Source: an optimization exercise on an open RTL-to-GDS flow (aim: small area, a short achievable clock period and few clock cycles per item). Production flows keep margins and buffers that such runs may drop. RTL that was checked went through simulation tests only; none was proved equivalent to the original. Only the layout flow was run in run 1; the RTL was not checked for function there. Power is estimated from default activity; no workload was simulated.

==> design/flow/design.v <==
module regfile
	(input logic clk, reset, we3,
	input logic [30:0] sel1,
	input logic [31:0] sel2,             
	input logic [4:0] wa3,
	input logic [63:0] wd3,
	output logic [63:0] rd1, rd2,
	output logic zero2);
	logic [30:0][63:0] REGS;
	logic [30:0] written, zf;
	logic wzero;
	assign wzero = (wd3 == 64'b0);
	always_ff @(posedge clk, posedge reset)
		if (reset) written <= '0;
		else if (we3 && wa3 != 5'd31) written[wa3] <= 1'b1;
	always_ff @(posedge clk)
		for (int i = 0; i < 31; i++)
			if (we3 && wa3 == i) begin
				REGS[i] <= wd3;
				zf[i] <= wzero;
			end
	always_comb begin
		rd1 = '0;
		rd2 = '0;
		zero2 = sel2[31];
		for (int i = 0; i < 31; i++) begin
			rd1 = rd1 | ({64{sel1[i] & written[i]}} & REGS[i])
			          | ({64{sel1[i] & ~written[i]}} & 64'(i));
			rd2 = rd2 | ({64{sel2[i] & written[i]}} & REGS[i])
			          | ({64{sel2[i] & ~written[i]}} & 64'(i));
			zero2 = zero2 | (sel2[i] & (written[i] ? zf[i] : (i == 0)));
		end
	end
endmodule
module processor_arm
	#(parameter N = 64)
	(input logic CLOCK_50, reset,
	output logic [N-1:0] IM_addr,
	input logic [31:0] IM_readData,
	output logic [N-1:0] DM_writeData, DM_addr,
	output logic DM_writeEnable, DM_readEnable,
	input logic [N-1:0] DM_readData);
	logic clk;
	assign clk = CLOCK_50;
	logic [7:0] lo;                      
	logic [53:0] hb;                     
	logic [11:0] hv;                     
	logic hc;
	logic [31:0] instr_D;                
	logic [7:0] tlo_D;                   
	logic tc_D;                          
	logic [63:0] A_E, B_E, S_E;          
	logic sub_E;                         
	logic [1:0] op_E;                    
	logic we_E, ld_E, st_E;
	logic [4:0] rd_E;
	logic [63:0] res_M, S_M;             
	logic we_M, ld_M, st_M;
	logic [4:0] rd_M;
	logic stall, redirect_D;
	logic [53:0] hi;
	assign hi = hb + {{42{hv[11]}}, hv} + {53'b0, hc};
	assign IM_addr = {hb, lo, 2'b00};
	logic f_uncond;
	logic [8:0] f_tlo;                   
	assign f_uncond = (IM_readData[31:24] == 8'hB4) && (IM_readData[4:0] == 5'd31);
	assign f_tlo = {1'b0, lo} + {1'b0, IM_readData[12:5]};
	logic [4:0] f_p2;
	logic [30:0] sel1_F, sel1_D;
	logic [31:0] sel2_F, sel2_D;
	logic f_movz;
	assign f_movz = (IM_readData[31:23] == 9'b110100101);
	assign f_p2 = IM_readData[28] ? IM_readData[4:0] : IM_readData[20:16];
	always_comb
		for (int i = 0; i < 32; i++) begin
			if (i < 31) sel1_F[i] = (IM_readData[9:5] == i) && !f_movz;
			sel2_F[i] = (f_p2 == i);
		end
	always_ff @(posedge clk, posedge reset)
		if (reset) begin
			lo <= '0;
			hb <= '0;
			hv <= '0;
			hc <= 1'b0;
			instr_D <= '0;
		end else begin
			if (redirect_D) begin
				lo <= tlo_D;
				hv <= {instr_D[23], instr_D[23:13]};
				hc <= tc_D;
				instr_D <= '0;
			end else if (!stall) begin
				hb <= hi;
				instr_D <= IM_readData;
				if (f_uncond) begin
					lo <= f_tlo[7:0];
					hv <= {IM_readData[23], IM_readData[23:13]};
					hc <= f_tlo[8];
				end else begin
					lo <= lo + 8'd1;
					hv <= '0;
					hc <= (lo == 8'hFF);
				end
			end
		end
	always_ff @(posedge clk)
		if (!stall) begin
			tlo_D <= f_tlo[7:0];
			tc_D <= f_tlo[8];
			sel1_D <= sel1_F;
			sel2_D <= sel2_F;
		end
	logic [10:0] op;
	logic isR, isSUB, isAND, isORR, isLD, isST, isCBZ, isMOVZ;
	logic [4:0] rn, rm, rt, p2;
	logic [63:0] wd_M;
	logic [63:0] rf1, rf2, res_E;
	logic zero_E;
	assign op = instr_D[31:21];
	assign isAND = (op == 11'b10001010000);
	assign isORR = (op == 11'b10101010000);
	assign isSUB = (op == 11'b11001011000);
	assign isR = (op == 11'b10001011000) | isSUB | isAND | isORR;
	assign isLD = (op == 11'b11111000010);
	assign isST = (op == 11'b11111000000);
	assign isCBZ = (instr_D[31:24] == 8'b10110100) && (instr_D[4:0] != 5'd31);
	assign isMOVZ = (instr_D[31:23] == 9'b110100101);
	assign rt = instr_D[4:0];
	assign rn = instr_D[9:5];
	assign rm = instr_D[20:16];
	assign p2 = instr_D[28] ? rt : rm;
	logic rf_zero2;
	regfile registers (.clk(clk), .reset(reset), .we3(we_M), .sel1(sel1_D), .sel2(sel2_D), .wa3(rd_M),
		.wd3(wd_M), .rd1(rf1), .rd2(rf2), .zero2(rf_zero2));
	logic e1, e2, m1, m2;
	logic d_we;
	assign d_we = (isR || isLD || isMOVZ) && (instr_D[4:0] != 5'd31);
	always_ff @(posedge clk, posedge reset)
		if (reset) begin
			e1 <= 1'b0;
			e2 <= 1'b0;
			m1 <= 1'b0;
			m2 <= 1'b0;
		end else if (stall) begin
			e1 <= 1'b0;
			e2 <= 1'b0;
			m1 <= we_E && (rd_E == rn) && !isMOVZ;
			m2 <= we_E && (rd_E == p2);
		end else begin
			e1 <= d_we && (instr_D[4:0] == IM_readData[9:5]) && !f_movz;
			e2 <= d_we && (instr_D[4:0] == f_p2);
			m1 <= we_E && (rd_E == IM_readData[9:5]) && !f_movz;
			m2 <= we_E && (rd_E == f_p2);
		end
	logic use1, use2;
	assign use1 = isR | isLD | isST;
	assign use2 = isR | isST | isCBZ;
	assign stall = (ld_E && ((use1 && e1) || (use2 && e2))) || (isCBZ && ld_M && m2);
	logic [63:0] o1, o2;
	assign o1 = m1 ? wd_M : rf1;
	assign o2 = m2 ? wd_M : rf2;
	logic rt_zero;
	assign rt_zero = e2 ? zero_E : m2 ? (res_M == 64'b0) : rf_zero2;
	assign redirect_D = isCBZ && !stall && rt_zero;
	logic [63:0] imm;
	always_comb
		if (isMOVZ) imm = {48'b0, instr_D[20:5]} << {instr_D[22:21], 4'b0};
		else imm = {{55{instr_D[20]}}, instr_D[20:12]};
	logic [63:0] resA_E;
	always_ff @(posedge clk) begin
		A_E <= e1 ? resA_E : (isSUB ? ~o1 : o1);
		B_E <= (e2 && isR) ? res_E : (isR ? o2 : imm);
		S_E <= e2 ? res_E : o2;
		sub_E <= isSUB;
		op_E <= {isORR, isAND};
		rd_E <= instr_D[4:0];
	end
	always_ff @(posedge clk, posedge reset)
		if (reset) begin
			we_E <= 1'b0;
			ld_E <= 1'b0;
			st_E <= 1'b0;
		end else begin
			we_E <= !stall && d_we;
			ld_E <= !stall && isLD;
			st_E <= !stall && isST;
		end
	logic [63:0] sum_E;
	logic subA;
	assign sum_E = A_E + B_E;
	assign subA = sub_E ^ isSUB;
	always_comb
		case (op_E)
			2'b01: begin res_E = A_E & B_E; resA_E = (A_E & B_E) ^ {64{isSUB}}; end
			2'b10: begin res_E = A_E | B_E; resA_E = (A_E | B_E) ^ {64{isSUB}}; end
			default: begin res_E = sum_E ^ {64{sub_E}}; resA_E = sum_E ^ {64{subA}}; end
		endcase
	always_comb
		case (op_E)
			2'b01: zero_E = ((A_E & B_E) == 64'b0);
			2'b10: zero_E = ((A_E | B_E) == 64'b0);
			default: zero_E = sub_E ? ((A_E ^ B_E) == '1) : ((A_E ^ B_E) == {A_E[62:0] | B_E[62:0], 1'b0});
		endcase
	always_ff @(posedge clk) begin
		res_M <= res_E;
		S_M <= S_E;
		rd_M <= rd_E;
	end
	always_ff @(posedge clk, posedge reset)
		if (reset) begin
			we_M <= 1'b0;
			ld_M <= 1'b0;
			st_M <= 1'b0;
		end else begin
			we_M <= we_E;
			ld_M <= ld_E;
			st_M <= st_E;
		end
	assign DM_addr = res_M;
	assign DM_writeData = S_M;
	assign DM_writeEnable = st_M;
	assign DM_readEnable = ld_M;
	assign wd_M = ld_M ? DM_readData : res_M;
endmodule
==> design/flow/flow/run.sh <==
#!/bin/bash
# Own flow: the standard layout (standard.sh, unchanged synthesis and steps),
# with the port buffers made from ordinary buffer cells instead of the
# clkdlybuf4s50 delay cells that buffer_ports picks by default.
set -euo pipefail
bash standard.sh "BUFFER_PORTS_ARGS=-buffer_cell sky130_fd_sc_hd__buf_4" finish > standard_flow.log 2>&1
==> design/flow/standard.sh <==
#!/bin/bash
# synth_recipe.tcl (not shown) runs the flow's synth.tcl, then flattens the netlist and writes it again
# the make line also repeats each setting of config.mk as NAME=value (left out here)
make -C /OpenROAD-flow-scripts/flow DESIGN_CONFIG=/design/flow/config.mk WORK_HOME=/design/flow/orfs CLKGATE_MAP_FILE= SYNTH_SCRIPT=/design/flow/synth_recipe.tcl "${@:-finish}"
==> design/flow/config.mk <==
export PLATFORM = sky130hd
export DESIGN_NAME = processor_arm
export DESIGN_NICKNAME = processor_arm
export VERILOG_FILES = /design/flow/design.v
export SDC_FILE = /design/flow/constraint.sdc
export NUM_CORES = 8
export LEC_CHECK = 0
export CAP_MARGIN = 20
export CORE_MARGIN = 2
export CORE_UTILIZATION = 40
export CTS_CLUSTER_SIZE = 30
export SETUP_SLACK_MARGIN = 5.0
export SLEW_MARGIN = 20
==> design/flow/constraint.sdc <==
create_clock -name core_clock -period 8.5 [get_ports {CLOCK_50}]
set_input_delay 1.7000 -clock core_clock [delete_from_list [all_inputs] [get_ports {CLOCK_50}]]
set_output_delay 1.7000 -clock core_clock [all_outputs]
set_load 0.01 [all_outputs]
==> flow_metrics.env, run 1 <==
export IMPL_power_leakage_uw=0.0491
export IMPL_fin_crit_ps=3960
export IMPL_io_pins=292
export IMPL_yosys_area_top_type="edfxtp_1"
export IMPL_tightest_slew_ps=1530
export IMPL_fmax_ghz=0.252
export IMPL_cts_tree="yes"
export IMPL_whs_path_depth=0
export IMPL_fillers=25200
export IMPL_synthTopCellsByCount="edfxtp_1 (2087), a22oi_1 (1055), a21oi_1 (504), clkbuf_1 (474), a221oi_1 (455)"
export IMPL_layout_drive_gt1_share=0.190
export IMPL_grt_usage=0.413
export IMPL_gp_congestion=1.04
export IMPL_clockBufferDepth=4
export IMPL_power_density_mw_per_mm2=198
export IMPL_max_slew_margin=-0.0208
export IMPL_cap_violations=0
export IMPL_p_total_uw=27800
export IMPL_ys_seq_area_frac=0.623
export IMPL_cp_required_ps=9240
export IMPL_synth_area_mm2=0.117
export IMPL_numPortBuffers=289
export IMPL_drt_total_wl_mm=651
export IMPL_setup_tns_final_ps=0
export IMPL_synthCells=9435
export IMPL_root_buffer="clkbuf_16"
export IMPL_ys_flop_type="edfxtp_1"
export IMPL_cts_sinks=2567
export IMPL_outcome="finished with violations"
export IMPL_via_per_inst=7.62
export IMPL_grt_pass1_wl_mm=849
export IMPL_rows=198
export IMPL_remaining_drc_errors=0
export IMPL_synth_top_area_share=0.535
export IMPL_fp_dieH_um=545
export IMPL_crit_path_end_kind="flop"
export IMPL_ir_drop_uv=151
export IMPL_synth_edf_count=2087
export IMPL_vias=107000
export IMPL_rsz0062_at_grt="yes"
export IMPL_fin_skew_ps=118
export IMPL_finalHoldViolations=0
export IMPL_critPathLaunchType="flop"
export IMPL_clkTransAtPathRegs_ps=70
export IMPL_hold_class="reg2reg"
export IMPL_yosys_top_cells_area="edfxtp_1 (54%), a22oi_1 (6.8%), dfxtp_1 (5.7%), a221oi_1 (3.4%), a22o_1 (3.3%)"
export IMPL_cts_hold_buf=0
export IMPL_synth_avg_cell_area_um2=12.4
export IMPL_seqCellArea_mm2=0.0731
export IMPL_critPathKind="reg2reg"
export IMPL_first_pass_iters=19
export IMPL_die_w_um=545
export IMPL_synth_async_reset_ratio=0.0573
export IMPL_path_max_fanout=26
export IMPL_arrival_ps=4700
export IMPL_grt_max_degree=148
export IMPL_cts_buffers=280
export IMPL_dieArea_mm2=0.297
export IMPL_synth_most_common_cell="edfxtp_1"
export IMPL_antenna_found_initial=69
export IMPL_ys_seq_elements=2567
export IMPL_core_area_mm2=0.291
export IMPL_synth_cell_type_count=94
export IMPL_grt_pass1_vias=96700
export IMPL_reg2reg_depth=9
export IMPL_reg2reg_slack_ps=4540
export IMPL_initialDrtViolationCount=25500
export IMPL_multi_input_area_mm2=0.0444
export IMPL_grt_overflow=0
export IMPL_yosys_warnings=2
export IMPL_initial_core_util=0.402
export IMPL_post_route_period_util=0.466
export IMPL_so_faults="max-slew violations"
export IMPL_synthToLayoutAreaGrowth_pct=20.0
export IMPL_postRouteAntennaNets=0
export IMPL_setup_viol=0
export IMPL_slew_viol_final=15
export IMPL_clock_latency_ps=920
export IMPL_nets=10200
export IMPL_wl_per_cell_um=46.4
export IMPL_hpwl_mm=370
export IMPL_ctsHtreeMaxLevel=5
where the power goes:
group	switching (uW)	total (uW)	internal, uW
logic	1150	1680	530
registers	147	14000	13800
clock network	5350	12200	6830
total	6650	27800	21200
worst max-delay path: stages (launching register included):
cell and delay (ps):
edfxtp_1 450, and2_4 780, buf_4 630, a22o_1 220
a221oi_1 50, nand4_1 150, nor4_2 120, a211oi_1 950
a21oi_1 130, xnor2_1 180
logic make-up after synthesis:
group,Yosys count,share of synthesized area
other,1,0.0000320
buffers and inverters,1002,0.0327
DFF,2567,0.623
and+or+nand+nor,1888,0.0807
AOI/OAI and AO/OA,3319,0.206
adders and majority gates,201,0.0217
xor gates and xnor gates,325,0.0243
muxes,132,0.0114
metrics by stage:
stage                     cell area, um2  instances   util  hold slack (ps)  setup WS (ps)
after floorplan                   117000       9436      -              310           4220
after global placement            125000      13200  0.430              312           2620
after detailed placement          125000      13200  0.430              312           3480
after CTS                         138000      13800  0.473              328           4890
after global routing              140000      14000  0.482              329           4840
final                             141000      14000  0.483              326           4540
layer usage:
layer / up-vias / track usage / part of all wire
li1: 38600 / - / -
met1: 51800 / 0.523 / 0.35
met2: 12700 / 0.555 / 0.38
met3: 3791 / 0.209 / 0.18
met4: 66 / 0.252 / 0.085
met5: - / 0.00849 / 0.0012
area by class of cell:
class / count / share of cell area
flip-flops and latches: 2567 / 0.520
multi-input cells: 5876 / 0.316
repair buffers: 846 / 0.0577
clock buffers: 349 / 0.0536
well taps: 3900 / 0.0347
clock inverters: 133 / 0.00894
inverters: 302 / 0.00831
diodes: 58 / 0.00103
path summary, 6_finish.rpt:
kind	from	end
worst max-delay path	sel1_D[5]	A_E[2]
min in group asynchronous	reset	lo[3]
worst max register to register	sel1_D[5]	A_E[2]
worst min register to register	S_E[16]	S_M[16]
worst min-delay path	S_E[16]	S_M[16]
max in group asynchronous	reset	ld_M
state kept, by name (all words and copies together), names as in the netlist, 5 cells and up:
name and count:
S_E 64, rd_M 5, A_E 64, registers.zf 31, S_M 64, tlo_D 8
sel2_D 32, rd_E 5, hv 11, instr_D 32, registers.REGS 1984, res_M 64
sel1_D 31, registers.written 31, B_E 64, hb 54, lo 8
layout by cell type, fill, tap and decap left out, drive strengths merged, types with 53 or more instances in the layout:
cell / n
a21oi: 504
nand2: 433
nor2: 372
nor3: 86
edfxtp: 2087
inv: 311
a31oi: 53
nor4: 123
clkinv: 90
ha: 197
o21ai: 351
a221oi: 460
a22oi: 1055
buf: 831
nand4: 335
diode: 58
dfrtp: 147
xnor2: 242
a22o: 439
and2: 83
xor2: 83
nand3: 294
dfxtp: 333
a21o: 151
mux2i: 119
clkbuf: 360
a211oi: 83
what timing repair did:
| item | CTS | global route |
|---|---|---|
| buffers inserted | 120 | 111 |
| cloned | 13 | 15 |
| pin swaps | 97 | 136 |
| resized for setup | 477 | 294 |
| setup endpoints to repair | 645 | 376 |
==> run 2: changes to the inputs <==
--- a/design/flow/design.v
+++ b/design/flow/design.v
@@ -1,15 +1,14 @@
 module regfile
 	(input logic clk, reset, we3,
-	input logic [30:0] sel1,
-	input logic [31:0] sel2,             
+	input logic [30:0] sel1, sel2,
 	input logic [4:0] wa3,
 	input logic [63:0] wd3,
+	input logic wzero,                   
 	output logic [63:0] rd1, rd2,
-	output logic zero2);
+	output logic zero2,
+	output logic [30:0] written);
 	logic [30:0][63:0] REGS;
-	logic [30:0] written, zf;
-	logic wzero;
-	assign wzero = (wd3 == 64'b0);
+	logic [30:0] zf;
 	always_ff @(posedge clk, posedge reset)
 		if (reset) written <= '0;
 		else if (we3 && wa3 != 5'd31) written[wa3] <= 1'b1;
@@ -22,13 +21,11 @@
 	always_comb begin
 		rd1 = '0;
 		rd2 = '0;
-		zero2 = sel2[31];
+		zero2 = 1'b0;
 		for (int i = 0; i < 31; i++) begin
-			rd1 = rd1 | ({64{sel1[i] & written[i]}} & REGS[i])
-			          | ({64{sel1[i] & ~written[i]}} & 64'(i));
-			rd2 = rd2 | ({64{sel2[i] & written[i]}} & REGS[i])
-			          | ({64{sel2[i] & ~written[i]}} & 64'(i));
-			zero2 = zero2 | (sel2[i] & (written[i] ? zf[i] : (i == 0)));
+			rd1 = rd1 | ({64{sel1[i]}} & REGS[i]);
+			rd2 = rd2 | ({64{sel2[i]}} & REGS[i]);
+			zero2 = zero2 | (sel2[i] & zf[i]);
 		end
 	end
 endmodule
@@ -43,7 +40,9 @@
 	logic clk;
 	assign clk = CLOCK_50;
 	logic [7:0] lo;                      
-	logic [53:0] hb;                     
+	logic [11:0] mid;                    
+	logic [41:0] top;                    
+	logic [1:0] td;                      
 	logic [11:0] hv;                     
 	logic hc;
 	logic [31:0] instr_D;                
@@ -55,31 +54,45 @@
 	logic we_E, ld_E, st_E;
 	logic [4:0] rd_E;
 	logic [63:0] res_M, S_M;             
+	logic zres_M;                        
 	logic we_M, ld_M, st_M;
 	logic [4:0] rd_M;
 	logic stall, redirect_D;
-	logic [53:0] hi;
-	assign hi = hb + {{42{hv[11]}}, hv} + {53'b0, hc};
-	assign IM_addr = {hb, lo, 2'b00};
+	logic [13:0] mid_sum;
+	assign mid_sum = {2'b00, mid} + {{2{hv[11]}}, hv} + {13'b0, hc};
+	logic [41:0] top_next;
+	always_comb begin
+		logic all1, all0;
+		all1 = 1'b1;
+		all0 = 1'b1;
+		for (int i = 0; i < 42; i++) begin
+			top_next[i] = top[i] ^ ((td == 2'b01) ? all1 : (td == 2'b11) ? all0 : 1'b0);
+			all1 = all1 & top[i];
+			all0 = all0 & ~top[i];
+		end
+	end
+	assign IM_addr = {top, mid, lo, 2'b00};
 	logic f_uncond;
 	logic [8:0] f_tlo;                   
 	assign f_uncond = (IM_readData[31:24] == 8'hB4) && (IM_readData[4:0] == 5'd31);
 	assign f_tlo = {1'b0, lo} + {1'b0, IM_readData[12:5]};
-	logic [4:0] f_p2;
-	logic [30:0] sel1_F, sel1_D;
-	logic [31:0] sel2_F, sel2_D;
+	logic [4:0] f_rn, f_p2;
+	logic [30:0] sel1_F, sel1_D, sel2_F, sel2_D;
 	logic f_movz;
 	assign f_movz = (IM_readData[31:23] == 9'b110100101);
+	assign f_rn = IM_readData[9:5];
 	assign f_p2 = IM_readData[28] ? IM_readData[4:0] : IM_readData[20:16];
 	always_comb
-		for (int i = 0; i < 32; i++) begin
-			if (i < 31) sel1_F[i] = (IM_readData[9:5] == i) && !f_movz;
+		for (int i = 0; i < 31; i++) begin
+			sel1_F[i] = (f_rn == i) && !f_movz;
 			sel2_F[i] = (f_p2 == i);
 		end
 	always_ff @(posedge clk, posedge reset)
 		if (reset) begin
 			lo <= '0;
-			hb <= '0;
+			mid <= '0;
+			top <= '0;
+			td <= '0;
 			hv <= '0;
 			hc <= 1'b0;
 			instr_D <= '0;
@@ -90,7 +103,9 @@
 				hc <= tc_D;
 				instr_D <= '0;
 			end else if (!stall) begin
-				hb <= hi;
+				mid <= mid_sum[11:0];
+				top <= top_next;
+				td <= mid_sum[13:12];
 				instr_D <= IM_readData;
 				if (f_uncond) begin
 					lo <= f_tlo[7:0];
@@ -114,8 +129,10 @@
 	logic isR, isSUB, isAND, isORR, isLD, isST, isCBZ, isMOVZ;
 	logic [4:0] rn, rm, rt, p2;
 	logic [63:0] wd_M;
-	logic [63:0] rf1, rf2, res_E;
+	logic wzero_M;
+	logic [63:0] rd1, rd2, res_E;
 	logic zero_E;
+	logic [30:0] written;
 	assign op = instr_D[31:21];
 	assign isAND = (op == 11'b10001010000);
 	assign isORR = (op == 11'b10101010000);
@@ -131,36 +148,47 @@
 	assign p2 = instr_D[28] ? rt : rm;
 	logic rf_zero2;
 	regfile registers (.clk(clk), .reset(reset), .we3(we_M), .sel1(sel1_D), .sel2(sel2_D), .wa3(rd_M),
-		.wd3(wd_M), .rd1(rf1), .rd2(rf2), .zero2(rf_zero2));
-	logic e1, e2, m1, m2;
+		.wd3(wd_M), .wzero(wzero_M), .rd1(rd1), .rd2(rd2), .zero2(rf_zero2), .written(written));
+	logic e1, e2, m1, m2, n1, n2;
 	logic d_we;
 	assign d_we = (isR || isLD || isMOVZ) && (instr_D[4:0] != 5'd31);
+	logic [31:0] unwritten;
+	always_comb begin
+		unwritten = {1'b0, ~written};
+		if (we_M) unwritten[rd_M] = 1'b0;
+	end
 	always_ff @(posedge clk, posedge reset)
 		if (reset) begin
 			e1 <= 1'b0;
 			e2 <= 1'b0;
 			m1 <= 1'b0;
 			m2 <= 1'b0;
+			n1 <= 1'b0;
+			n2 <= 1'b0;
 		end else if (stall) begin
 			e1 <= 1'b0;
 			e2 <= 1'b0;
 			m1 <= we_E && (rd_E == rn) && !isMOVZ;
 			m2 <= we_E && (rd_E == p2);
-		end else begin
-			e1 <= d_we && (instr_D[4:0] == IM_readData[9:5]) && !f_movz;
+			n1 <= unwritten[rn] && !isMOVZ;
+			n2 <= unwritten[p2];
+		end else begin
+			e1 <= d_we && (instr_D[4:0] == f_rn) && !f_movz;
 			e2 <= d_we && (instr_D[4:0] == f_p2);
-			m1 <= we_E && (rd_E == IM_readData[9:5]) && !f_movz;
+			m1 <= we_E && (rd_E == f_rn) && !f_movz;
 			m2 <= we_E && (rd_E == f_p2);
+			n1 <= unwritten[f_rn] && !f_movz;
+			n2 <= unwritten[f_p2];
 		end
 	logic use1, use2;
 	assign use1 = isR | isLD | isST;
 	assign use2 = isR | isST | isCBZ;
 	assign stall = (ld_E && ((use1 && e1) || (use2 && e2))) || (isCBZ && ld_M && m2);
 	logic [63:0] o1, o2;
-	assign o1 = m1 ? wd_M : rf1;
-	assign o2 = m2 ? wd_M : rf2;
+	assign o1 = m1 ? wd_M : n1 ? {59'b0, rn} : rd1;
+	assign o2 = m2 ? wd_M : n2 ? {59'b0, p2} : rd2;
 	logic rt_zero;
-	assign rt_zero = e2 ? zero_E : m2 ? (res_M == 64'b0) : rf_zero2;
+	assign rt_zero = e2 ? zero_E : m2 ? zres_M : n2 ? (p2 == 5'd0) : rf_zero2;
 	assign redirect_D = isCBZ && !stall && rt_zero;
 	logic [63:0] imm;
 	always_comb
@@ -203,6 +231,7 @@
 		endcase
 	always_ff @(posedge clk) begin
 		res_M <= res_E;
+		zres_M <= zero_E;
 		S_M <= S_E;
 		rd_M <= rd_E;
 	end
@@ -221,4 +250,5 @@
 	assign DM_writeEnable = st_M;
 	assign DM_readEnable = ld_M;
 	assign wd_M = ld_M ? DM_readData : res_M;
+	assign wzero_M = ld_M ? (DM_readData == 64'b0) : zres_M;
 endmodule
==> run 2 against run 1 <==
  * Now clean on timing, DRC and antenna
  * First-iteration DRC count up 5.5%
  * Total power increased by 8.6%
  * Maximum frequency up 3.2%
  * Final area down 3.0%
  * Worst setup slack improved by 120 ps
  * Register-to-register slack gained 120 ps
  * Wire length shrank 2.6%
  * Core utilization down 0.91 points
  * Sequential power about the same
  * Synthesized area fell by 1.1%
  * Critical path type unchanged
  * Largest cell class unchanged
==> flow_metrics.env, run 2 <==
export IMPL_slew_viol_final=0
export IMPL_critPathTopFamily="compound AO/OA/AOI/OAI gates"
export IMPL_reg2reg_depth=14
export IMPL_rsz0062_at_grt="yes"
export IMPL_largest_register="registers.REGS"
export IMPL_r2r_start="A_E[9]"
export IMPL_io_pins=292
export IMPL_clock_latency_ps=920
export IMPL_clkTransAtPathRegs_ps=70
export IMPL_fp_dieH_um=542
export IMPL_die_w_um=542
export IMPL_remaining_drc_errors=0
export IMPL_power_density_mw_per_mm2=222
export IMPL_cap_violations=0
export IMPL_crit_path_start="A_E[9]"
export IMPL_core_area_mm2=0.288
export IMPL_cts_buffers=285
export IMPL_yosys_warnings=2
export IMPL_cts_hold_buf=0
export IMPL_met1_usage=0.535
export IMPL_vias=104000
export IMPL_synth_async_reset_ratio=0.0587
export IMPL_layout_drive_gt1_share=0.175
export IMPL_nets=9555
export IMPL_finalHoldViolations=0
export IMPL_setup_viol=0
export IMPL_root_buffer="clkbuf_16"
export IMPL_synth_area_mm2=0.116
export IMPL_reg2reg_slack_ps=4660
export IMPL_grt_pass1_vias=94600
export IMPL_antenna_found_initial=33
export IMPL_critPathKind="reg2reg"
export IMPL_fmax_ghz=0.260
export IMPL_synthCells=9044
export IMPL_synth_edf_count=2086
export IMPL_yosys_area_top_type="edfxtp_1"
export IMPL_drt_total_wl_mm=634
export IMPL_fin_skew_ps=55.7
export IMPL_met3_usage=0.172
export IMPL_ys_flop_type="edfxtp_1"
export IMPL_cp_slowest_cell="a222oi_1"
export IMPL_wl_per_cell_um=47.5
export IMPL_hold_class="reg2reg"
export IMPL_crit_buf_inv=5
export IMPL_cp_required_ps=9260
export IMPL_grt_max_degree=79
export IMPL_dieArea_mm2=0.294
export IMPL_fin_crit_ps=3840
export IMPL_postRouteAntennaNets=0
export IMPL_whs_path_depth=0
export IMPL_ys_seq_elements=2571
export IMPL_synth_cell_type_count=101
export IMPL_grt_pass1_wl_mm=832
export IMPL_grtUsageMet2=0.557
export IMPL_ctsHtreeMaxLevel=5
export IMPL_tightest_slew_ps=1340
export IMPL_cp_endpoint="mid[9]"
export IMPL_numPortBuffers=289
export IMPL_arrival_ps=4600
export IMPL_initial_core_util=0.402
export IMPL_path_max_fanout=7
export IMPL_busiest_layer="met2"
export IMPL_grt_usage=0.414
export IMPL_largest_register_ffs=1984
export IMPL_clockBufferDepth=4
export IMPL_final_util=0.474
export IMPL_ir_drop_uv=169
export IMPL_cts_sinks=2571
export IMPL_setup_tns_final_ps=0
export IMPL_cts_tree="yes"
export IMPL_cp_depth=14
export IMPL_hpwl_mm=361
export IMPL_cpPeakStageDelay_ps=780
export IMPL_cp_cell_sequence="inv_1 -> ha_4 -> a222oi_1 -> o211ai_1 -> o2bb2ai_2 -> nor4_4 -> a311oi_2 -> buf_4 -> nor4bb_4 -> buf_12 -> buf_4 -> nor2b_4 -> buf_12 -> mux2_2"
export IMPL_layout_commonest_cell="edfxtp_1"
export IMPL_post_route_period_util=0.452
export IMPL_synthTopCellsByCount="edfxtp_1 (2086), a22oi_1 (759), a221oi_1 (585), a22o_1 (546), clkbuf_1 (484)"
export IMPL_gp_congestion=1.02
export IMPL_synth_avg_cell_area_um2=12.8
export IMPL_outcome="timing/DRC/antenna clean"
export IMPL_yosys_top_cells_area="edfxtp_1 (54%), dfxtp_1 (5.8%), a22oi_1 (4.9%), a221oi_1 (4.4%), a22o_1 (4.1%)"
export IMPL_critPathLaunchType="flop"
export IMPL_synthToLayoutAreaGrowth_pct=17.8
export IMPL_max_slew_margin=0.104
export IMPL_synth_most_common_cell="edfxtp_1"
export IMPL_layout_common_cells="edfxtp_1 (2086), a22oi_1 (758), buf_4 (588)"
export IMPL_initialDrtViolationCount=26900
export IMPL_ys_seq_area_frac=0.631
export IMPL_grt_overflow=0
export IMPL_rows=197
export IMPL_rr_endpoint="mid[9]"
export IMPL_crit_path_end_kind="flop"
export IMPL_first_pass_iters=17
export IMPL_synth_top_area_share=0.541
export IMPL_via_per_inst=7.77
export IMPL_power_leakage_uw=0.0473
-- run 2: cells by family after synthesis --
kind of cell / Yosys count / share of synthesized area
buffers and inverters: 1004 / 0.0332
DFF: 2571 / 0.631
adders and majority gates: 161 / 0.0177
and+or+nand+nor: 1751 / 0.0748
AOI/OAI and AO/OA: 3071 / 0.201
muxes: 172 / 0.0175
other: 1 / 0.0000324
xor gates and xnor gates: 313 / 0.0246
-- run 2: cell type report --
type	instances	area (um2)
fill	25200	152000
sequential	2571	73100
multi-input combinational	5475	41500
clock buffer	339	7530
timing repair buffer	695	6350
tap	3781	4730
clock inverter	171	1970
inverter	266	1030
antenna	43	108
timing repair inverter	2	16.3
-- run 2: worst min path at each step --
stage          endpoint  startpoint  slack (ps)
6_report        S_M[36]     S_E[36]         310
3_5_place_dp    S_M[25]     S_E[25]         310
4_1_cts         S_M[36]     S_E[36]         320
2_1_floorplan    S_M[0]      S_E[0]         310
5_1_grt         S_M[36]     S_E[36]         320
3_3_place_gp    S_M[42]     S_E[42]         310
-- run 2: routing by layer --
metal | vias to the layer above | share of wire
li1 | 37100 | -
met1 | 50900 | 0.34
met2 | 12400 | 0.39
met3 | 3154 | 0.18
met4 | 18 | 0.092
met5 | - | 0.00033
-- run 2: worst register-to-register path: cells and delay by family, from the launching register on --
kind / cells / cell delay (ps)
mux: 1 / 270
fa+ha+maj: 1 / 260
flops: 1 / 330
simple gates: 3 / 780
compound gates: 4 / 1380
buf+inv: 5 / 730
-- run 2: per-stage QoR --
step	instance area (um2)	cells	setup slack (ps)	hold slack (ps)	total power, uW
floorplan	116000	9045	4340	310	15600
global placement	123000	12700	2910	310	17100
detailed placement	123000	12700	3300	312	17100
CTS	134000	13200	4820	315	29900
global route	136000	13300	4680	322	30600
finish	136000	13300	4660	313	30200
-- run 2: timing repair --
action,in CTS,in global routing
setup buffers,56,44
pin swaps,21,83
setup endpoints to repair,547,395
cloned,8,10
gates resized for setup,269,283
-- run 2: where the power goes --
part	internal [uW]	switching, uW
Sequential	14000	192
Clock	7530	5460
Combinational	869	2200
Testbench counts of run 2, summed over its fixed seeds: cycles 229,640, instrs 217,597.
==> run 3: changes to the inputs <==
==> design/flow/flow/run.sh (replaced) <==
#!/bin/bash
# Own flow: the standard layout (standard.sh, unchanged synthesis and steps), with
# - the port buffers made from ordinary buffer cells instead of the clkdlybuf4s50
#   delay cells that buffer_ports picks by default;
# - clock tree synthesis with larger sink clusters and without dummy loads.
set -euo pipefail
bash standard.sh \
  "BUFFER_PORTS_ARGS=-buffer_cell sky130_fd_sc_hd__buf_4" \
  "CTS_ARGS=-sink_clustering_enable -repair_clock_nets -dont_use_dummy_load -sink_clustering_size 24 -sink_clustering_max_diameter 80" \
  finish > standard_flow.log 2>&1
--- a/design/flow/config.mk
+++ b/design/flow/config.mk
@@ -8,6 +8,5 @@
 export CAP_MARGIN = 20
 export CORE_MARGIN = 2
 export CORE_UTILIZATION = 40
-export CTS_CLUSTER_SIZE = 30
 export SETUP_SLACK_MARGIN = 5.0
 export SLEW_MARGIN = 20
==> run 3 against run 2 <==
  * Final area is 4.2% lower
  * Clock power is 43% lower
  * Synthesized area stayed put
  * Non-clock buffer count stayed put
  * Critical path depth is 1 higher
  * First-iteration DRC count is 0.62% lower
  * Via count is 1.5% lower
  * Cell count is 2.8% lower
  * Critical endpoint is now top[36]
  * Synthesized cell count stayed put
  * Largest power group unchanged
  * Core utilization is 2.0 points lower
==> flow_metrics.env, run 3 <==
export IMPL_numPortBuffers=289
export IMPL_post_route_period_util=0.449
export IMPL_critPathKind="reg2reg"
export IMPL_critPathLaunchType="flop"
export IMPL_yosys_top_cells_area="edfxtp_1 (54%), dfxtp_1 (5.8%), a22oi_1 (4.9%), a221oi_1 (4.4%), a22o_1 (4.1%)"
export IMPL_wl_per_cell_um=48.6
export IMPL_synthToLayoutAreaGrowth_pct=12.9
export IMPL_fin_skew_ps=116
export IMPL_synth_avg_cell_area_um2=12.8
export IMPL_clkTransAtPathRegs_ps=100
export IMPL_grt_pass1_wl_mm=826
export IMPL_yosys_area_top_type="edfxtp_1"
export IMPL_synthTopCellsByCount="edfxtp_1 (2086), a22oi_1 (759), a221oi_1 (585), a22o_1 (546), clkbuf_1 (484)"
export IMPL_grt_max_degree=79
export IMPL_cp_cell_sequence="inv_1 -> ha_1 -> nand4_1 -> o21ai_1 -> o2111ai_2 -> nor4_4 -> a311oi_2 -> buf_4 -> nor4bb_4 -> buf_6 -> buf_12 -> nand2b_4 -> buf_12 -> a21oi_1 -> xor2_1"
export IMPL_stdcell_count=13000
export IMPL_power_density_mw_per_mm2=188
export IMPL_first_pass_iters=14
export IMPL_finalHoldViolations=0
export IMPL_initial_core_util=0.402
export IMPL_synth_async_reset_ratio=0.0587
export IMPL_max_slew_margin=0.117
export IMPL_seqCellArea_mm2=0.0731
export IMPL_largest_register="registers.REGS"
export IMPL_clockBufferDepth=4
export IMPL_rows=197
export IMPL_cpPeakStageDelay_ps=520
export IMPL_path_common_cell="buf_12"
export IMPL_hold_class="reg2reg"
export IMPL_fmax_ghz=0.262
export IMPL_nets=9422
export IMPL_layout_commonest_cell="edfxtp_1"
export IMPL_cap_violations=0
export IMPL_cp_slowest_cell="ha_1"
export IMPL_hpwl_mm=361
export IMPL_postLayoutSetupSlackWorst_ps=4680
export IMPL_synth_cell_type_count=101
export IMPL_slew_viol_final=0
export IMPL_tightest_slew_ps=1320
export IMPL_synth_area_mm2=0.116
export IMPL_rsz0062_at_grt="yes"
export IMPL_place_inst=12700
export IMPL_final_cell_area_mm2=0.131
export IMPL_setup_tns_final_ps=0
export IMPL_power_leakage_uw=0.0446
export IMPL_grt_overflow=0
export IMPL_gp_congestion=1.02
export IMPL_arrival_ps=4560
export IMPL_postRouteAntennaNets=0
export IMPL_grt_pass1_vias=93100
export IMPL_ys_seq_elements=2571
export IMPL_largest_register_ffs=1984
export IMPL_drt_total_wl_mm=630
export IMPL_yosys_warnings=2
export IMPL_path_max_fanout=8
export IMPL_ir_drop_uv=136
export IMPL_ys_seq_area_frac=0.631
export IMPL_remaining_drc_errors=0
export IMPL_synth_top_area_share=0.541
export IMPL_cts_buffers=150
export IMPL_dieArea_mm2=0.294
export IMPL_fp_dieH_um=542
export IMPL_multi_input_area_mm2=0.0414
export IMPL_synthCells=9044
export IMPL_worst_hold_slack_ps=231
export IMPL_io_pins=292
export IMPL_cts_sinks=2571
export IMPL_cts_tree="yes"
export IMPL_outcome="timing/DRC/antenna clean"
export IMPL_fin_crit_ps=3820
export IMPL_ctsHtreeMaxLevel=4
export IMPL_die_w_um=542
export IMPL_setup_viol=0
export IMPL_grt_usage=0.412
export IMPL_place_area_mm2=0.123
export IMPL_antenna_found_initial=33
export IMPL_cp_required_ps=9240
export IMPL_initialDrtViolationCount=26700
export IMPL_root_buffer="clkbuf_16"
export IMPL_dpl_worst_slack_ps=3300
export IMPL_via_per_inst=7.87
export IMPL_ys_flop_type="edfxtp_1"
export IMPL_layout_common_cells="edfxtp_1 (2086), a22oi_1 (758), buf_4 (575)"
export IMPL_clock_latency_ps=910
export IMPL_crit_path_end_kind="flop"
export IMPL_layout_drive_gt1_share=0.152
export IMPL_vias=102000
export IMPL_synth_most_common_cell="edfxtp_1"
export IMPL_fillers=25700
export IMPL_synth_edf_count=2086
export IMPL_core_area_mm2=0.288
export IMPL_cts_hold_buf=0
==> run 3: cell counts after synthesis <==
Identical to the previous run, type by type.
==> run 3: final timing paths <==
kind	slack, ps	start	cells after the start	end
setup / recovery	4680	B_E[27]	15	top[36]
hold / removal	230	S_E[36]	0	S_M[36]
setup reg to reg	4680	B_E[27]	15	top[36]
hold reg to reg	230	S_E[36]	0	S_M[36]
max in group asynchronous	5990	reset	3	ld_M
min in group asynchronous	1000	reset	2	top[8]
==> run 3: area by class of cell <==
cell class / count / area share
Inverter: 266 / 0.00805
Sequential cell: 2571 / 0.560
Multi-Input combinational cell: 5474 / 0.317
Clock buffer: 150 / 0.0287
Antenna cell: 30 / 0.000574
Timing Repair inverter: 5 / 0.000460
Timing Repair Buffer: 695 / 0.0494
Tap cell: 3781 / 0.0362
==> run 3: power by group <==
part	total (uW)	internal (uW)	leakage, uW	switching [uW]
Combinational	3060	867	0.0190	2190
Sequential	14200	14000	0.0238	193
Clock	7390	3160	0.00185	4240
Total	24600	18000	0.0446	6620
==> run 3: logic make-up (layout without fill, tap and decap cells) <==
group / Yosys count / count (layout) / share of synthesized area
other: 1 / 32 / 0.0000324
xor gates and xnor gates: 313 / 313 / 0.0246
AOI/OAI and AO/OA: 3071 / 3074 / 0.201
adders and majority gates: 161 / 161 / 0.0177
muxes: 172 / 172 / 0.0175
and+or+nand+nor: 1751 / 1752 / 0.0748
DFF: 2571 / 2571 / 0.631
buffers and inverters: 1004 / 1116 / 0.0332
==> run 3: repair_timing <==
action / 4_1_cts / 5_1_grt
gates cloned: 9 / 12
endpoints found under the setup margin: 571 / 469
endpoints found under the hold margin: 0 / 0
pin swaps: 17 / 76
setup buffers: 65 / 31
resized for setup: 278 / 291
==> run 3: per-stage QoR <==
stage | total power, uW | util
floorplan | 15600 | -
global placement | 17100 | 0.427
detailed placement | 17100 | 0.428
CTS | 24200 | 0.448
global route | 24900 | 0.454
finish | 24600 | 0.454
==> run 3: worst max-delay path, delay by kind of cell, from the launching register on <==
family                   cells  cell delay (ps)
flip-flops                   1              350
XOR/XNOR                     1              140
AO/OA/AOI/OAI                4              900
adder cells (fa/ha/maj)      1              520
AND/OR/NAND/NOR              4             1090
buffers and inverters        5              700
==> run 3: metal layers <==
layer	vias up	part of all wire	track usage
met5	-	0.00082	0.00214
met4	28	0.089	0.274
met3	2901	0.17	0.164
met2	12200	0.39	0.558
met1	50400	0.35	0.538
li1	36600	-	-
==> run 4: changes to the inputs <==
--- a/design/flow/design.v
+++ b/design/flow/design.v
@@ -122,8 +122,11 @@
 		if (!stall) begin
 			tlo_D <= f_tlo[7:0];
 			tc_D <= f_tlo[8];
-			sel1_D <= sel1_F;
-			sel2_D <= sel2_F;
+		end
+	always_ff @(posedge clk)
+		for (int i = 0; i < 31; i++) begin
+			sel1_D[i] <= stall ? ((instr_D[9:5] == i) && !isMOVZ) : sel1_F[i];
+			sel2_D[i] <= stall ? (p2 == i) : sel2_F[i];
 		end
 	logic [10:0] op;
 	logic isR, isSUB, isAND, isORR, isLD, isST, isCBZ, isMOVZ;
--- a/design/flow/flow/run.sh
+++ b/design/flow/flow/run.sh
@@ -6,5 +6,6 @@
 set -euo pipefail
 bash standard.sh \
   "BUFFER_PORTS_ARGS=-buffer_cell sky130_fd_sc_hd__buf_4" \
+  "SETUP_SLACK_MARGIN=5.5" \
   "CTS_ARGS=-sink_clustering_enable -repair_clock_nets -dont_use_dummy_load -sink_clustering_size 24 -sink_clustering_max_diameter 80" \
   finish > standard_flow.log 2>&1
--- a/design/flow/config.mk
+++ b/design/flow/config.mk
@@ -9,4 +9,4 @@
 export CORE_MARGIN = 2
 export CORE_UTILIZATION = 40
 export SETUP_SLACK_MARGIN = 5.0
-export SLEW_MARGIN = 20
+export SLEW_MARGIN = 35
==> run 4 against run 3 <==
  * Total power is 5.4% higher
  * Die area is 0.39% lower
  * Cell count is 4.0% higher
  * Combinational power is about 40% higher
  * Core utilization is 3.4 points higher
  * Clock skew is 24 ps lower
  * Worst setup slack better by 450 ps
  * Flip-flop and latch count stayed put
  * Synthesized area is 0.39% lower
  * Critical endpoint is now top[6]
==> flow_metrics.env, run 4 <==
export IMPL_synthToLayoutAreaGrowth_pct=21.6
export IMPL_crit_path_start="B_E[52]"
export IMPL_path_max_fanout=11
export IMPL_critPathKind="reg2reg"
export IMPL_cap_violations=0
export IMPL_rows=197
export IMPL_io_pins=292
export IMPL_crit_path_end_kind="flop"
export IMPL_yosys_top_cells_area="edfxtp_1 (53%), dfxtp_1 (6.9%), a22oi_1 (4.9%), a221oi_1 (4.4%), a22o_1 (4.1%)"
export IMPL_outcome="timing/DRC/antenna clean"
export IMPL_yosys_area_top_type="edfxtp_1"
export IMPL_hpwl_mm=347
export IMPL_setup_tns_final_ps=0
export IMPL_postRouteAntennaNets=0
export IMPL_tightest_slew_ps=1380
export IMPL_initial_core_util=0.401
export IMPL_ys_seq_elements=2571
export IMPL_largest_register_ffs=1984
export IMPL_via_per_inst=8.00
export IMPL_critPathLaunchType="flop"
export IMPL_remaining_drc_errors=0
export IMPL_dieArea_mm2=0.293
export IMPL_dpl_worst_slack_ps=3850
export IMPL_drt_total_wl_mm=654
export IMPL_hold_class="reg2reg"
export IMPL_post_route_period_util=0.396
export IMPL_root_buffer="clkbuf_16"
export IMPL_synth_cell_type_count=94
export IMPL_max_slew_margin=0.0821
export IMPL_stdcell_count=13500
export IMPL_layout_drive_gt1_share=0.256
export IMPL_nets=9891
export IMPL_slew_viol_final=0
export IMPL_power_leakage_uw=0.0475
export IMPL_layout_commonest_cell="edfxtp_1"
export IMPL_vias=108000
export IMPL_postLayoutSetupSlackWorst_ps=5130
export IMPL_clock_latency_ps=930
export IMPL_met3_wirelength_mm=126
export IMPL_ctsHtreeMaxLevel=4
export IMPL_clockBufferDepth=4
export IMPL_ys_seq_area_frac=0.628
export IMPL_r2r_start="B_E[52]"
export IMPL_synth_area_mm2=0.115
export IMPL_synthTopCellsByCount="edfxtp_1 (2024), a22oi_1 (750), a221oi_1 (583), a22o_1 (546), clkbuf_1 (489)"
export IMPL_place_inst=12700
export IMPL_finalHoldViolations=0
export IMPL_wl_per_cell_um=48.5
export IMPL_fp_dieH_um=541
export IMPL_numPortBuffers=289
export IMPL_synth_most_common_cell="edfxtp_1"
export IMPL_ir_drop_uv=175
export IMPL_grt_pass1_vias=95700
export IMPL_cts_sinks=2571
export IMPL_initialDrtViolationCount=27800
export IMPL_fin_skew_ps=91.5
export IMPL_power_density_mw_per_mm2=185
export IMPL_synth_async_reset_ratio=0.0587
export IMPL_grt_usage=0.417
export IMPL_rsz0062_at_grt="yes"
export IMPL_grt_overflow=0
export IMPL_fmax_ghz=0.297
export IMPL_clkTransAtPathRegs_ps=90
export IMPL_antenna_found_initial=68
export IMPL_grt_pass1_wl_mm=838
export IMPL_fillers=24700
export IMPL_cts_buffers=147
export IMPL_synthCells=9120
export IMPL_layout_common_cells="edfxtp_1 (2024), a22oi_1 (747), a22o_1 (545)"
export IMPL_synth_edf_count=2024
export IMPL_largest_register="registers.REGS"
export IMPL_wl_met1_mm=209
export IMPL_ys_flop_type="edfxtp_1"
export IMPL_die_w_um=541
export IMPL_whs_path_depth=0
export IMPL_route_met2_wl_mm=250
export IMPL_p_total_uw=25900
export IMPL_arrival_ps=4150
export IMPL_setup_viol=0
export IMPL_grt_max_degree=77
export IMPL_cts_tree="yes"
export IMPL_synth_top_area_share=0.527
export IMPL_yosys_warnings=2
export IMPL_first_pass_iters=14
export IMPL_cp_required_ps=9280
export IMPL_fin_crit_ps=3370
export IMPL_synth_avg_cell_area_um2=12.6
export IMPL_gp_congestion=1.08
export IMPL_core_area_mm2=0.287
export IMPL_routed_top_layer="met5"
export IMPL_min_from="S_E[17]"
export IMPL_reg2reg_depth=14
## run 4: worst max-delay path: stages, from the launching register on
cell and delay [ps]:
dfxtp_1 340, inv_1 50, ha_2 490, xor2_1 180, a31oi_1 110, o21ai_2 270, nand4_1 210, nor4_4 370
a221oi_4 160, nor3_4 270, buf_12 170, nand2b_4 240, buf_4 160, nor2_2 40, xor2_1 150
## run 4: what timing repair did
action,4_1_cts,5_1_grt
cloned,34,16
hold buffers,0,0
resized for setup,1359,490
pin swaps,220,222
setup endpoints to repair,1268,1083
setup buffers,341,189
## run 4: kinds of logic (layout without fill, tap and decap cells)
| group | after synthesis | in the layout | share of synthesized area |
|---|---|---|---|
| AO/OA/AOI/OAI | 3131 | 3136 | 0.204 |
| XOR/XNOR | 291 | 291 | 0.0221 |
| adder cells (fa/ha/maj) | 161 | 161 | 0.0177 |
| buffers and inverters | 1026 | 1519 | 0.0341 |
| flip-flops | 2571 | 2571 | 0.628 |
| multiplexers | 164 | 166 | 0.0170 |
| other | 1 | 86 | 0.0000325 |
| AND/OR/NAND/NOR | 1775 | 1784 | 0.0771 |
## run 4: where the power goes
part	leakage (uW)	switching, uW	internal (uW)	total [uW]
Combinational	0.0224	2750	1530	4280
Clock	0.00181	4260	3100	7360
Sequential	0.0232	288	14000	14300
Total	0.0475	7300	18600	25900
## run 4: area by class of cell
type	instances	area [um2]	area share
sequential	2571	73000	0.521
clock buffer	147	3680	0.0262
multi-input combinational	5540	44900	0.320
tap	3781	4730	0.0337
inverter	271	1040	0.00743
antenna	84	210	0.00150
timing repair buffer	1101	12600	0.0899
## run 4: per-layer routing
metal,global-route usage,vias up
li1,-,37800
met2,0.562,13500
met3,0.218,4264
met4,0.302,68
met5,0.00855,-
met1,0.503,52400
## run 4: per-stage QoR
step           hold slack [ps]  utilization  cell area (um2)
6_report                   291        0.488           140000
5_1_grt                    303        0.487           140000
4_1_cts                    287        0.472           136000
3_5_place_dp               312        0.427           123000
3_3_place_gp               312        0.425           122000
2_1_floorplan              310            -           116000
## run 4: worst paths after layout
check	endpoint	slack, ps
worst min-delay path	S_M[17]	290
worst max register to register	top[6]	5130
worst max-delay path	top[6]	5130
min in group asynchronous	top[0]	680
worst min register to register	S_M[17]	290
max in group asynchronous	top[24]	6810
Testbench counts of run 4, summed over its fixed seeds: cycles 229,640, instrs 217,597.
==> run 5: changes to the inputs <==
--- a/design/flow/config.mk
+++ b/design/flow/config.mk
@@ -7,6 +7,7 @@
 export LEC_CHECK = 0
 export CAP_MARGIN = 20
 export CORE_MARGIN = 2
-export CORE_UTILIZATION = 40
+export CORE_UTILIZATION = 45
+export PLACE_DENSITY = 0.7
 export SETUP_SLACK_MARGIN = 5.0
 export SLEW_MARGIN = 35
==> run 5 against run 4 <==
  * First-iteration DRC count rose by 10%
  * Critical path depth is 1 higher
  * Final area fell by 0.17%
  * Clock-buffer cell count fell by 7
  * Combinational power grew 1%
  * Maximum frequency up 0.42%
  * Worst setup slack gained 14 ps
  * Synthesized area did not move
  * Flip-flop and latch count stayed put
  * Critical endpoint is now hv[2]
  * Largest cell class unchanged
  * Largest power group unchanged
  * Highest routed layer unchanged
==> flow_metrics.env, run 5 <==
export IMPL_yosys_area_top_type="edfxtp_1"
export IMPL_hold_class="reg2reg"
export IMPL_clock_power_share=0.275
export IMPL_met3_wirelength_mm=130
export IMPL_p_int_uw=18500
export IMPL_synth_async_reset_ratio=0.0587
export IMPL_synth_compound_area_share=0.204
export IMPL_fp_dieH_um=510
export IMPL_fin_crit_ps=3350
export IMPL_synth_area_mux_share=0.0170
export IMPL_worst_hold_slack_ps=302
export IMPL_cp_required_ps=9270
export IMPL_pwr_share_comb=0.168
export IMPL_path_max_fanout=8
export IMPL_ys_flop_type="edfxtp_1"
export IMPL_root_buffer="clkbuf_16"
export IMPL_rsz0062_at_grt="yes"
export IMPL_ir_drop_uv=262
export IMPL_core_area_mm2=0.254
export IMPL_yosys_area_share_adder=0.0177
export IMPL_min_from="S_E[19]"
export IMPL_route_met2_wl_mm=239
export IMPL_drt_total_wl_mm=639
export IMPL_synth_edf_count=2024
export IMPL_synth_top_area_share=0.527
export IMPL_setup_viol=0
export IMPL_ys_seq_area_frac=0.628
export IMPL_yosys_warnings=2
export IMPL_dpl_worst_slack_ps=3260
export IMPL_ctsHtreeMaxLevel=4
export IMPL_finalHoldViolations=0
export IMPL_dieArea_mm2=0.260
export IMPL_reg2reg_depth=15
export IMPL_cts_sinks=2571
export IMPL_via_per_inst=8.29
export IMPL_ys_seq_elements=2571
export IMPL_synth_most_common_cell="edfxtp_1"
export IMPL_synth_area_mm2=0.115
export IMPL_hpwl_mm=343
export IMPL_routed_top_layer="met5"
export IMPL_yosys_area_share_simple=0.0771
export IMPL_arrival_ps=4120
export IMPL_min_to="S_M[19]"
export IMPL_layout_common_cells="edfxtp_1 (2024), a22oi_1 (746), buf_4 (615)"
export IMPL_grt_overflow=0
export IMPL_power_density_mw_per_mm2=184
export IMPL_wl_met1_mm=193
export IMPL_synth_top_family_by_area="compound AO/OA/AOI/OAI gates"
export IMPL_grt_max_degree=88
export IMPL_power_switching_uw=7250
export IMPL_first_pass_iters=17
export IMPL_antenna_found_initial=65
export IMPL_grt_usage=0.462
export IMPL_critPathKind="reg2reg"
export IMPL_gp_congestion=1.04
export IMPL_crit_path_start="A_E[60]"
export IMPL_post_route_period_util=0.395
export IMPL_crit_path_end_kind="flop"
export IMPL_postRouteAntennaNets=0
export IMPL_grt_pass1_wl_mm=821
export IMPL_remaining_drc_errors=0
export IMPL_layout_drive_gt1_share=0.262
export IMPL_die_w_um=510
export IMPL_numPortBuffers=289
export IMPL_synth_xor_area_share=0.0221
export IMPL_grt_pass1_vias=96600
export IMPL_slew_viol_final=0
export IMPL_fmax_ghz=0.298
export IMPL_largest_register_ffs=1984
export IMPL_clockBufferDepth=3
export IMPL_nets=9939
export IMPL_tightest_slew_ps=1170
export IMPL_whs_path_depth=0
export IMPL_rows=185
export IMPL_max_slew_margin=0.220
export IMPL_cap_violations=0
export IMPL_synthCells=9120
export IMPL_switching_share=0.282
export IMPL_synthTopCellsByCount="edfxtp_1 (2024), a22oi_1 (750), a221oi_1 (583), a22o_1 (546), clkbuf_1 (489)"
export IMPL_largest_register="registers.REGS"
export IMPL_layout_commonest_cell="edfxtp_1"
export IMPL_place_inst=12300
export IMPL_synthToLayoutAreaGrowth_pct=21.4
export IMPL_cts_tree="yes"
export IMPL_initialDrtViolationCount=30700
export IMPL_clock_latency_ps=920
export IMPL_stdcell_count=13100
export IMPL_clkTransAtPathRegs_ps=90
export IMPL_synth_avg_cell_area_um2=12.6
export IMPL_r2r_start="A_E[60]"
export IMPL_sequentialPowerShare=0.556
export IMPL_outcome="timing/DRC/antenna clean"
export IMPL_vias=109000
export IMPL_postLayoutSetupSlackWorst_ps=5150
export IMPL_reg2reg_slack_ps=5150
export IMPL_power_leakage_uw=0.0477
export IMPL_io_pins=292
export IMPL_initial_core_util=0.453
export IMPL_setup_tns_final_ps=0
export IMPL_yosys_top_cells_area="edfxtp_1 (53%), dfxtp_1 (6.9%), a22oi_1 (4.9%), a221oi_1 (4.4%), a22o_1 (4.1%)"
export IMPL_rr_endpoint="hv[2]"
export IMPL_critPathLaunchType="flop"
export IMPL_wl_per_cell_um=48.6
export IMPL_synth_cell_type_count=94
export IMPL_cts_buffers=140
export IMPL_fin_skew_ps=95.5
-- run 5: kinds of logic after synthesis --
logic type / Yosys count
buffers and inverters: 1026
xor gates and xnor gates: 291
and+or+nand+nor: 1775
other: 1
DFF: 2571
AOI/OAI and AO/OA: 3131
muxes: 164
adders and majority gates: 161
-- run 5: routing by layer --
metal,vias to the layer above,GRT usage
li1,37900,-
met1,51500,0.532
met2,14600,0.609
met3,5011,0.278
met4,96,0.360
met5,-,0.0630
-- run 5: how the worst max path moves through the flow --
stage / endpoint
4_1_cts: IM_addr[6]
5_1_grt: hv[2]
3_5_place_dp: n2
2_1_floorplan: registers.REGS[512]
6_report: hv[2]
3_3_place_gp: top[4]
-- run 5: power by group through the flow --
| stage | Sequential, uW | Combinational (uW) | Clock (uW) |
|---|---|---|---|
| floorplan | 14500 | 1460 | 0 |
| global placement | 14600 | 2980 | 0 |
| detailed placement | 14600 | 3020 | 0 |
| CTS | 14300 | 3700 | 6910 |
| global route | 14300 | 4310 | 7340 |
| finish | 14300 | 4330 | 7080 |
-- run 5: area by class of cell --
type / count / area, um2
antenna: 99 / 248
clock buffer: 140 / 3500
fill: 20200 / 114000
inverter: 271 / 1060
multi-input combinational: 5536 / 45100
sequential: 2571 / 73000
tap: 3366 / 4210
timing repair buffer: 1157 / 12800
timing repair inverter: 3 / 48.8
-- run 5: worst max-delay path, stage by stage, from the launching register on --
cell and delay, ps:
dfxtp_1 350, inv_1 50, ha_2 350, nor4bb_1 340, a31oi_1 80, o21ai_1 260
nand4_1 300, nor4_4 360, a221oi_4 170, nor3_4 260, buf_4 150, buf_6 100
buf_6 140, buf_16 150, nand4b_1 120, nand3_1 70
-- run 5: stage by stage --
| stage | power, uW | area, um2 | utilization |
|---|---|---|---|
| 2_1_floorplan | 16000 | 116000 | - |
| 3_3_place_gp | 17600 | 122000 | 0.480 |
| 3_5_place_dp | 17600 | 122000 | 0.481 |
| 4_1_cts | 24900 | 135000 | 0.531 |
| 5_1_grt | 26000 | 140000 | 0.549 |
| 6_report | 25700 | 140000 | 0.550 |
-- run 5: what timing repair did --
item,in CTS,in global routing
cloned,38,8
setup buffers,343,217
endpoints found under the setup margin,1178,897
hold buffers,0,0
pin swaps,241,234
resized for setup,1294,565
==> run 6: changes to the inputs <==
--- a/design/flow/flow/run.sh
+++ b/design/flow/flow/run.sh
@@ -6,6 +6,6 @@
 set -euo pipefail
 bash standard.sh \
   "BUFFER_PORTS_ARGS=-buffer_cell sky130_fd_sc_hd__buf_4" \
-  "SETUP_SLACK_MARGIN=5.5" \
+  "SETUP_SLACK_MARGIN=5.4" \
   "CTS_ARGS=-sink_clustering_enable -repair_clock_nets -dont_use_dummy_load -sink_clustering_size 24 -sink_clustering_max_diameter 80" \
   finish > standard_flow.log 2>&1
==> run 6 against run 5 <==
  * Cell count decreased by 1.2%
  * Synthesized cell count stayed put
  * Worst hold slack got worse by 16 ps
  * Final area fell by 2.2%
  * Critical endpoint is now top[3]
  * Via count decreased by 1.8%
  * Clock skew rose by 32 ps
  * Highest routed layer unchanged
  * Flip-flop and latch count did not move
==> flow_metrics.env, run 6 <==
export IMPL_outcome="timing/DRC/antenna clean"
export IMPL_cts_buffers=138
export IMPL_hold_class="reg2reg"
export IMPL_synthToLayoutAreaGrowth_pct=18.8
export IMPL_max_slew_margin=0.197
export IMPL_min_from="S_E[24]"
export IMPL_initialDrtViolationCount=29500
export IMPL_hpwl_mm=348
export IMPL_remaining_drc_errors=0
export IMPL_power_switching_uw=7060
export IMPL_fillers=20600
export IMPL_ctsHtreeMaxLevel=4
export IMPL_cts_hold_buf=0
export IMPL_grt_max_degree=106
export IMPL_grt_overflow=0
export IMPL_synth_most_common_cell="edfxtp_1"
export IMPL_synthTopCellsByCount="edfxtp_1 (2024), a22oi_1 (750), a221oi_1 (583), a22o_1 (546), clkbuf_1 (489)"
export IMPL_vias=107000
export IMPL_path_common_cell="buf_12"
export IMPL_grt_pass1_wl_mm=810
export IMPL_layout_common_cells="edfxtp_1 (2024), a22oi_1 (747), buf_4 (654)"
export IMPL_core_area_mm2=0.254
export IMPL_reg2reg_depth=15
export IMPL_p_int_uw=18300
export IMPL_critPathTopFamily="simple AND/OR/NAND/NOR gates"
export IMPL_io_pins=292
export IMPL_arrival_ps=4400
export IMPL_pwr_share_comb=0.163
export IMPL_fp_dieH_um=510
export IMPL_crit_path_end_kind="flop"
export IMPL_yosys_area_top_type="edfxtp_1"
export IMPL_synth_area_mm2=0.115
export IMPL_numPortBuffers=289
export IMPL_cp_cell_sequence="inv_2 -> ha_4 -> nor4bb_4 -> a31oi_1 -> o21ai_2 -> nand4_1 -> nor4_4 -> a221oi_4 -> buf_12 -> nor3_4 -> buf_12 -> buf_8 -> nand2b_4 -> a21oi_2 -> xor2_1"
export IMPL_r2r_start="A_E[3]"
export IMPL_drt_total_wl_mm=627
export IMPL_clockBufferDepth=3
export IMPL_setup_tns_final_ps=0
export IMPL_synth_cell_type_count=94
export IMPL_rr_endpoint="top[3]"
export IMPL_cpPeakStageDelay_ps=430
export IMPL_ys_seq_area_frac=0.628
export IMPL_post_route_period_util=0.432
export IMPL_ys_seq_elements=2571
export IMPL_fin_skew_ps=128
export IMPL_cp_slowest_cell="nor4_4"
export IMPL_cts_tree="yes"
export IMPL_root_buffer="clkbuf_16"
export IMPL_cp_required_ps=9230
export IMPL_yosys_top_cells_area="edfxtp_1 (53%), dfxtp_1 (6.9%), a22oi_1 (4.9%), a221oi_1 (4.4%), a22o_1 (4.1%)"
export IMPL_via_per_inst=8.25
export IMPL_reg2reg_slack_ps=4830
export IMPL_critPathLaunchType="flop"
export IMPL_sequentialPowerShare=0.563
export IMPL_dpl_worst_slack_ps=3470
export IMPL_yosys_warnings=2
export IMPL_ys_flop_type="edfxtp_1"
export IMPL_critPathKind="reg2reg"
export IMPL_wl_per_cell_um=48.3
export IMPL_synth_avg_cell_area_um2=12.6
export IMPL_postRouteAntennaNets=0
export IMPL_fin_crit_ps=3670
export IMPL_cp_endpoint="top[3]"
export IMPL_multi_input_area_mm2=0.0443
export IMPL_switching_share=0.278
export IMPL_layout_commonest_cell="edfxtp_1"
export IMPL_gp_congestion=1.01
export IMPL_rows=185
export IMPL_cts_sinks=2571
export IMPL_cp_depth=15
export IMPL_dieArea_mm2=0.260
export IMPL_whs_path_depth=0
export IMPL_largest_register_ffs=1984
export IMPL_clock_power_share=0.274
export IMPL_power_leakage_uw=0.0466
export IMPL_fmax_ghz=0.273
export IMPL_antenna_found_initial=71
export IMPL_crit_buf_inv=4
export IMPL_largest_register="registers.REGS"
export IMPL_path_max_fanout=7
export IMPL_finalHoldViolations=0
export IMPL_synth_async_reset_ratio=0.0587
export IMPL_setup_viol=0
export IMPL_rsz0062_at_grt="yes"
export IMPL_layout_drive_gt1_share=0.229
export IMPL_clkTransAtPathRegs_ps=90
export IMPL_synth_edf_count=2024
export IMPL_power_density_mw_per_mm2=185
export IMPL_nets=9809
export IMPL_slew_viol_final=0
export IMPL_cap_violations=0
export IMPL_postLayoutSetupSlackWorst_ps=4830
export IMPL_first_pass_iters=23
export IMPL_die_w_um=510
export IMPL_crit_path_start="A_E[3]"
export IMPL_synth_top_area_share=0.527
export IMPL_initial_core_util=0.453
export IMPL_grt_pass1_vias=95600
export IMPL_p_total_uw=25400
export IMPL_tightest_slew_ps=1200
export IMPL_seqCellArea_mm2=0.0729
export IMPL_synthCells=9120
export IMPL_clock_latency_ps=910
export IMPL_ir_drop_uv=273
export IMPL_grt_usage=0.455
[run 6: logic make-up after synthesis]
logic type | after synthesis | synth area share
mux | 164 | 0.0170
other cells | 1 | 0.0000325
flops | 2571 | 0.628
xor+xnor | 291 | 0.0221
fa+ha+maj | 161 | 0.0177
compound gates | 3131 | 0.204
simple gates | 1775 | 0.0771
buf+inv | 1026 | 0.0341
[run 6: how the worst min path moves through the flow]
| stage | slack [ps] | endpoint |
|---|---|---|
| finish | 290 | S_M[24] |
| global route | 300 | S_M[24] |
| CTS | 310 | S_M[54] |
| detailed placement | 310 | S_M[42] |
| global placement | 310 | S_M[16] |
| floorplan | 310 | S_M[0] |
[run 6: power by group through the flow]
stage | Combinational (uW) | Sequential [uW] | Clock, uW
finish | 4130 | 14300 | 6950
global placement | 2960 | 14600 | 0
floorplan | 1460 | 14500 | 0
CTS | 3530 | 14300 | 6810
detailed placement | 3010 | 14600 | 0
global route | 4130 | 14300 | 7200
[run 6: area by class of cell]
class	count	area share
clock buffers	138	0.0252
multi-input cells	5533	0.323
repair buffers	1035	0.0798
well taps	3366	0.0307
flip-flops and latches	2571	0.532
diodes	68	0.00124
inverters	271	0.00759
[run 6: through the flow]
| step | instances | util | area, um2 | hold WS, ps |
|---|---|---|---|---|
| global route | 12900 | 0.538 | 137000 | 304 |
| global placement | 12300 | 0.479 | 122000 | 311 |
| floorplan | 9121 | - | 116000 | 310 |
| finish | 13000 | 0.538 | 137000 | 286 |
| detailed placement | 12300 | 0.481 | 122000 | 312 |
| CTS | 12700 | 0.521 | 132000 | 312 |
[run 6: timing repair]
item                                    CTS  global route
buffers inserted                        256           194
resized for setup                       917           484
endpoints found under the setup margin  955           668
pin swaps                               172           186
gates cloned                             24             7
[run 6: per-layer routing]
layer	vias up	GRT usage	routed length, um
met5	-	0.0276	2000
met3	4514	0.259	125000
met1	50900	0.527	191000
met2	14000	0.612	239000
li1	37600	-	-
met4	80	0.350	69000

==> what the ideal ports hide <==
The results above use ideal ports. As a check the final layouts listed here were re-extracted and re-timed, cells and wires unchanged.
Step 1, drivers: a clkbuf_16 drives CLOCK_50 and a buf_2 each remaining input, both assumed.
Step 2 moves the port delays by t, midway between the first and last clock arrival at a register: inputs arrive t later, outputs are due t later. That takes back most of the time a late clock gives input paths.
a / b / c = ideal / step 1 / step 2; a / b = the first two.
run | t (ns) | slack for setup (ns) | clock arrival spread, ns | worst register clock-pin slew, ns | worst slew at a driven data input, ns
run 1 | 0.972 | 4.535 / 4.535 / 4.009 | 0.121 / 0.121 | 0.07 / 0.07 | 0.13
run 2 | 0.992 | 4.660 / 4.660 / 4.015 | 0.079 / 0.079 | 0.07 / 0.07 | 0.09
run 3 | 0.972 | 4.681 / 4.681 / 4.097 | 0.130 / 0.130 | 0.11 / 0.11 | 0.09
run 4 | 0.984 | 5.132 / 5.119 / 4.476 | 0.106 / 0.106 | 0.11 / 0.11 | 0.14
run 5 | 0.972 | 5.146 / 5.118 / 4.496 | 0.116 / 0.116 | 0.10 / 0.10 | 0.14
run 6 | 0.940 | 4.830 / 4.830 / 4.318 | 0.128 / 0.129 | 0.10 / 0.10 | 0.19
For run 4, which loses most, drivers alone change the setup slack by -0.013 ns; drivers and shift together by -0.656 ns.
